From an optimization exercise on the open Yosys and OpenROAD flow, aimed at small area and a short achievable clock period; shortcuts taken in it are not production practice. Where RTL was checked, it was by simulation tests only, not by an equivalence proof against the original. No activity file was given, so power comes from the tool's default toggle rates.

garnet:
// video_uut
module video_uut (
    input  wire         clk_i           , 
    input  wire         cen_i           , 
    input  wire         rst_i           , 
    input  wire         vid_sel_i       , 
    input  wire [23:0]  vid_rgb_i       , 
    input  wire [1:0]   vh_blank_i      , 
    input  wire [2:0]   dvh_sync_i      , 
    output wire [2:0]   dvh_sync_o      , 
    output wire [23:0]  vid_rgb_o         
);
localparam NF = 12;
localparam O  = 7;           
reg         HD, VD;
reg  [11:0] X, Y;            
reg  [5:0]  xm, ym;          
reg         xin, yin;        
reg         xdot, ydot;      
reg  [2:0]  gid;  reg gneg; reg [4:0] gmag;
reg  [1:0]  yid;  reg yneg; reg [4:0] ymag;
reg  [10:0] sxr [0:NF-1];
reg  [10:0] syr [0:NF-1];
reg  [2:0]  sync_q;
reg r7, r6, g7, g6, g5, g4, g31, g20, b7, b6;    
wire HR = ~HD &  vh_blank_i[0];
wire HF =  HD & ~vh_blank_i[0];
wire VF =  VD & ~vh_blank_i[1];
function ge;                 
    input [11:0] a, b;
    integer i;
    reg r;
    begin
        r = 1'b1;
        for (i = 0; i < 12; i = i + 1) r = (a[i] & ~b[i]) | ((a[i] | ~b[i]) & r);
        ge = r;
    end
endfunction
function [11:0] add;         
    input [11:0] a, b;
    input ci;
    integer i;
    reg c;
    begin
        c = ci;
        for (i = 0; i < 12; i = i + 1) begin
            add[i] = a[i] ^ b[i] ^ c;
            c = (a[i] & b[i]) | (a[i] & c) | (b[i] & c);
        end
    end
endfunction
function [11:0] sub;         
    input [11:0] a, b;
    sub = add(a, ~b, 1'b1);
endfunction
function [11:0] inc;         
    input [11:0] a;
    integer i;
    reg c;
    begin
        c = 1'b1;
        for (i = 0; i < 12; i = i + 1) begin
            inc[i] = a[i] ^ c;
            c = a[i] & c;
        end
    end
endfunction
function slt7;               
    input [6:0] a, b;
  ...
==> flow/config.mk <==
export PLATFORM = sky130hd
export DESIGN_NAME = video_uut
export DESIGN_NICKNAME = video_uut
export VERILOG_FILES = /design/flow/design.v
export SDC_FILE = /design/flow/constraint.sdc
export NUM_CORES = 4
export LEC_CHECK = 0
export ABC_AREA = 1
export CAP_MARGIN = 20
export CORE_MARGIN = 2
export CORE_UTILIZATION = 60
export GPL_ROUTABILITY_DRIVEN = 0
export SETUP_SLACK_MARGIN = 5
export SLEW_MARGIN = 20
==> flow/constraint.sdc <==
create_clock -name core_clock -period 12.0 [get_ports {clk_i}]
set_input_delay 2.4000 -clock core_clock [delete_from_list [all_inputs] [get_ports {clk_i}]]
set_output_delay 2.4000 -clock core_clock [all_outputs]
set_load 0.01 [all_outputs]
standard.sh (not shown) runs the stock make flow with config.mk's settings and CLKGATE_MAP_FILE= SYNTH_SCRIPT=/design/flow/synth_recipe.tcl, a recipe that flattens the netlist after the stock synthesis.
==> flow/flow/run.sh <==
#!/bin/bash
# Standard ORFS layout, except that synthesis skips the adder-extraction step
# (ADDER_MAP_FILE empty), so that ABC maps the whole datapath itself.
# Registers, their names and cell types are those of the standard synthesis.
set -euo pipefail
EXTRA="SETUP_SLACK_MARGIN=8"
bash standard.sh ADDER_MAP_FILE= $EXTRA synth > synth.log 2>&1
bash standard.sh ADDER_MAP_FILE= $EXTRA > layout.log 2>&1
garnet: flow completed, timing, DRC and antenna clean
The inputs of lagoon differ from those of garnet as listed below.
Settings: GPL_ROUTABILITY_DRIVEN: 0 -> unset; ABC_AREA: 1 -> unset.
Measured against each other, lagoon and garnet differ in synthesized cell count, the lower figure coming from lagoon. Commonest non-fill, non-tap cell in the layout: sky130_fd_sc_hd__nor2_1 -> lagoon, sky130_fd_sc_hd__nand2_1 -> garnet. Re overall routed net length: garnet was lower than lagoon. Row final design instance area without fill: lagoon higher / garnet lower. [compare] base=garnet new=lagoon: global routing usage on met3 climbed 3.4 points, clock network area share dropped 0.47 points. garnet vs lagoon, capturing element of the worst setup path: vid_rgb_o[19] vs r6.
> inputs changed (lagoon -> indigo)
Settings: TNS_END_PERCENT now 0, previously not set; ABC_AREA now 1, previously not set.
==> run summary <==
- Across indigo and lagoon, none had a timing, DRC or antenna violation.
- Comparing indigo and lagoon, the lower cell depth of the worst flop-to-flop path is on lagoon.
- Side by side, synthesized cell count turned out higher in indigo than in lagoon.
- lagoon ended up with fewer cell instances than indigo did.
- Going from lagoon to indigo, simple logic cell fraction of the synthesized area went up 17 points, clock distribution area overhead in the final layout picked up an extra 0.36 points, number of enable flip-flop cells after synthesis held, worst-margin pin slew now sits lower.
Setup changes, indigo to umber
Settings: TNS_END_PERCENT: 0 -> unset; PLACE_DENSITY_LB_ADDON: unset -> 0.2.
- The flow did not stop early for umber: all stages ran, and the layout cleared the timing, design-rule and antenna checks.
- Launch point of the critical path: r6 -> umber, vh_blank_i[1] -> indigo
- umber vs. indigo: portion of the clock cycle consumed by the worst path in the final layout dropped 1.0 points; total instance count after detailed placement barely changed; worst reg2reg path depth decreased by about 9% relative to the old numbers.
The inputs of fjord differ from those of umber as listed below.
Settings: PLACE_DENSITY_LB_ADDON removed (was 0.2).
==> run summary <==
- fjord | stages: all done | timing, DRC, antenna: all pass
- fjord: final wirelength about 2% above umber
- fjord ends up with higher overall global routing resource usage than umber does.
- Comparing fjord with umber, the post-placement cell area came out essentially unchanged.
- Summary of fjord over umber: antenna diode count up 2, clock buffer count from CTS up about 3.3%.

* * *

Another version of the RTL of video_uut (not shown whole).
Size in the first run: ~4,500 cells after synthesis, about 280 flip-flops, roughly 60 I/O pins.
Settings: LEC_CHECK=0, ABC_AREA=1, CAP_MARGIN=20, CORE_MARGIN=2, CORE_UTILIZATION=60, SETUP_SLACK_MARGIN=5, SLEW_MARGIN=20; clock period 12.0 ns.
==> flow/flow/run.sh <==
#!/bin/bash
# Standard ORFS layout, except that synthesis skips the adder-extraction step
# (ADDER_MAP_FILE empty), so that ABC maps the whole datapath itself.
# Registers, their names and cell types are those of the standard synthesis.
set -euo pipefail
EXTRA="${EXTRA_MAKE_VARS:-}"
bash standard.sh ADDER_MAP_FILE= $EXTRA synth > synth.log 2>&1
bash standard.sh ADDER_MAP_FILE= $EXTRA > layout.log 2>&1
Then changed:
--- a/flow/flow/run.sh
+++ b/flow/flow/run.sh
@@ -5,3 +5,3 @@
 set -euo pipefail
-EXTRA="${EXTRA_MAKE_VARS:-}"
+EXTRA="SETUP_SLACK_MARGIN=8"
 bash standard.sh ADDER_MAP_FILE= $EXTRA synth > synth.log 2>&1
The changed run went through all stages and came out clean.
Power climbs by 2.8%.
Final area climbs by 5.8%.
Sequential power is about the same.
Wire length climbs by 4.5%.
Register-to-register slack gets better by 0.83 ns.
Hold slack gets better by 0.013 ns.
Synthesized cell count does not change.
Setup slack gets better by 2.1 ns.

* * *

Another version of the RTL of video_uut (not shown whole).
Size in the first run: ~4,300 cells after synthesis, roughly 240 flip-flops, about 60 I/O pins.
Settings: LEC_CHECK=0, CAP_MARGIN=20, CORE_MARGIN=2, CORE_UTILIZATION=40, SLEW_MARGIN=20; clock period 12.0 ns.
==> flow/flow/run.sh <==
#!/bin/bash
# Standard ORFS layout, except that synthesis skips the adder-extraction step
# (ADDER_MAP_FILE empty), so that ABC maps the whole datapath itself.
# Registers, their names and cell types are those of the standard synthesis.
set -euo pipefail
bash standard.sh ADDER_MAP_FILE= synth > synth.log 2>&1
bash standard.sh > layout.log 2>&1
==> next run, changes <==
- CORE_UTILIZATION: 40 -> 60
- SETUP_SLACK_MARGIN: unset -> 5
Result: The new run passed the timing, design-rule and antenna checks; worst hold slack hardly moves; combinational power is lower by about 1%; worst setup slack improves by 0.16 ns; routed wire length is lower by 4.3%; power is lower by 0.77%; cell area is lower by 1.3%; clock skew is lower by 0.0065 ns; first-iteration DRC count is higher by 6.6%; area after synthesis is unchanged; flip-flop and latch count is unchanged; fmax is higher by 2.5%.
No functional check of the RTL was part of any run of this note.

==> afterwards: timing with drivers on the ports <==
How much do the figures lean on ideal ports? The routed layouts below were timed once more, with nothing changed but the port constraints. Step 1: set_driving_cell puts a clkbuf_16 on clk_i and a buf_2 on each other input, an assumption about the parent block. Step 2 times the ports against the registers' clock, not the clock port: input delays grow and output delays shrink by t, the midpoint of the rising clock arrivals with the driver on. Slacks: ideal / step 1 / step 2; pairs: ideal / step 1.
| run | t, ns | setup WS [ns] | worst setup path at the end | worst register clock-pin slew, ns | pins driven straight from the clock port |
|---|---|---|---|---|---|
| garnet | 0.681 | 8.039 / 7.979 / 7.463 | input to register | 0.07 / 0.07 | 1 |
| lagoon | 0.677 | 7.834 / 7.834 / 7.410 | input to register | 0.07 / 0.07 | 1 |
| indigo | 0.672 | 7.907 / 7.892 / 7.268 | input to register | 0.07 / 0.07 | 1 |
| umber | 0.651 | 8.031 / 7.969 / 7.421 | input to register | 0.07 / 0.07 | 1 |
| fjord | 0.671 | 8.038 / 7.994 / 7.408 | input to register | 0.07 / 0.07 | 1 |
| the first run of note 2 | 0.616 | 5.809 / 5.843 / 5.227 | input to register | 0.07 / 0.07 | 1 |
| the second run of note 2 | 0.629 | 7.886 / 7.879 / 7.251 | input to register | 0.07 / 0.07 | 1 |
| the first run of note 3 | 0.617 | 5.456 / 5.456 / 5.456 | register to register | 0.06 / 0.06 | 1 |
| the second run of note 3 | 0.684 | 5.617 / 5.617 / 5.617 | register to register | 0.07 / 0.07 | 1 |
After both steps setup and hold are still met in every run listed. For indigo, which loses most, drivers alone change the setup slack by -0.015 ns; drivers and shift together by -0.639 ns.
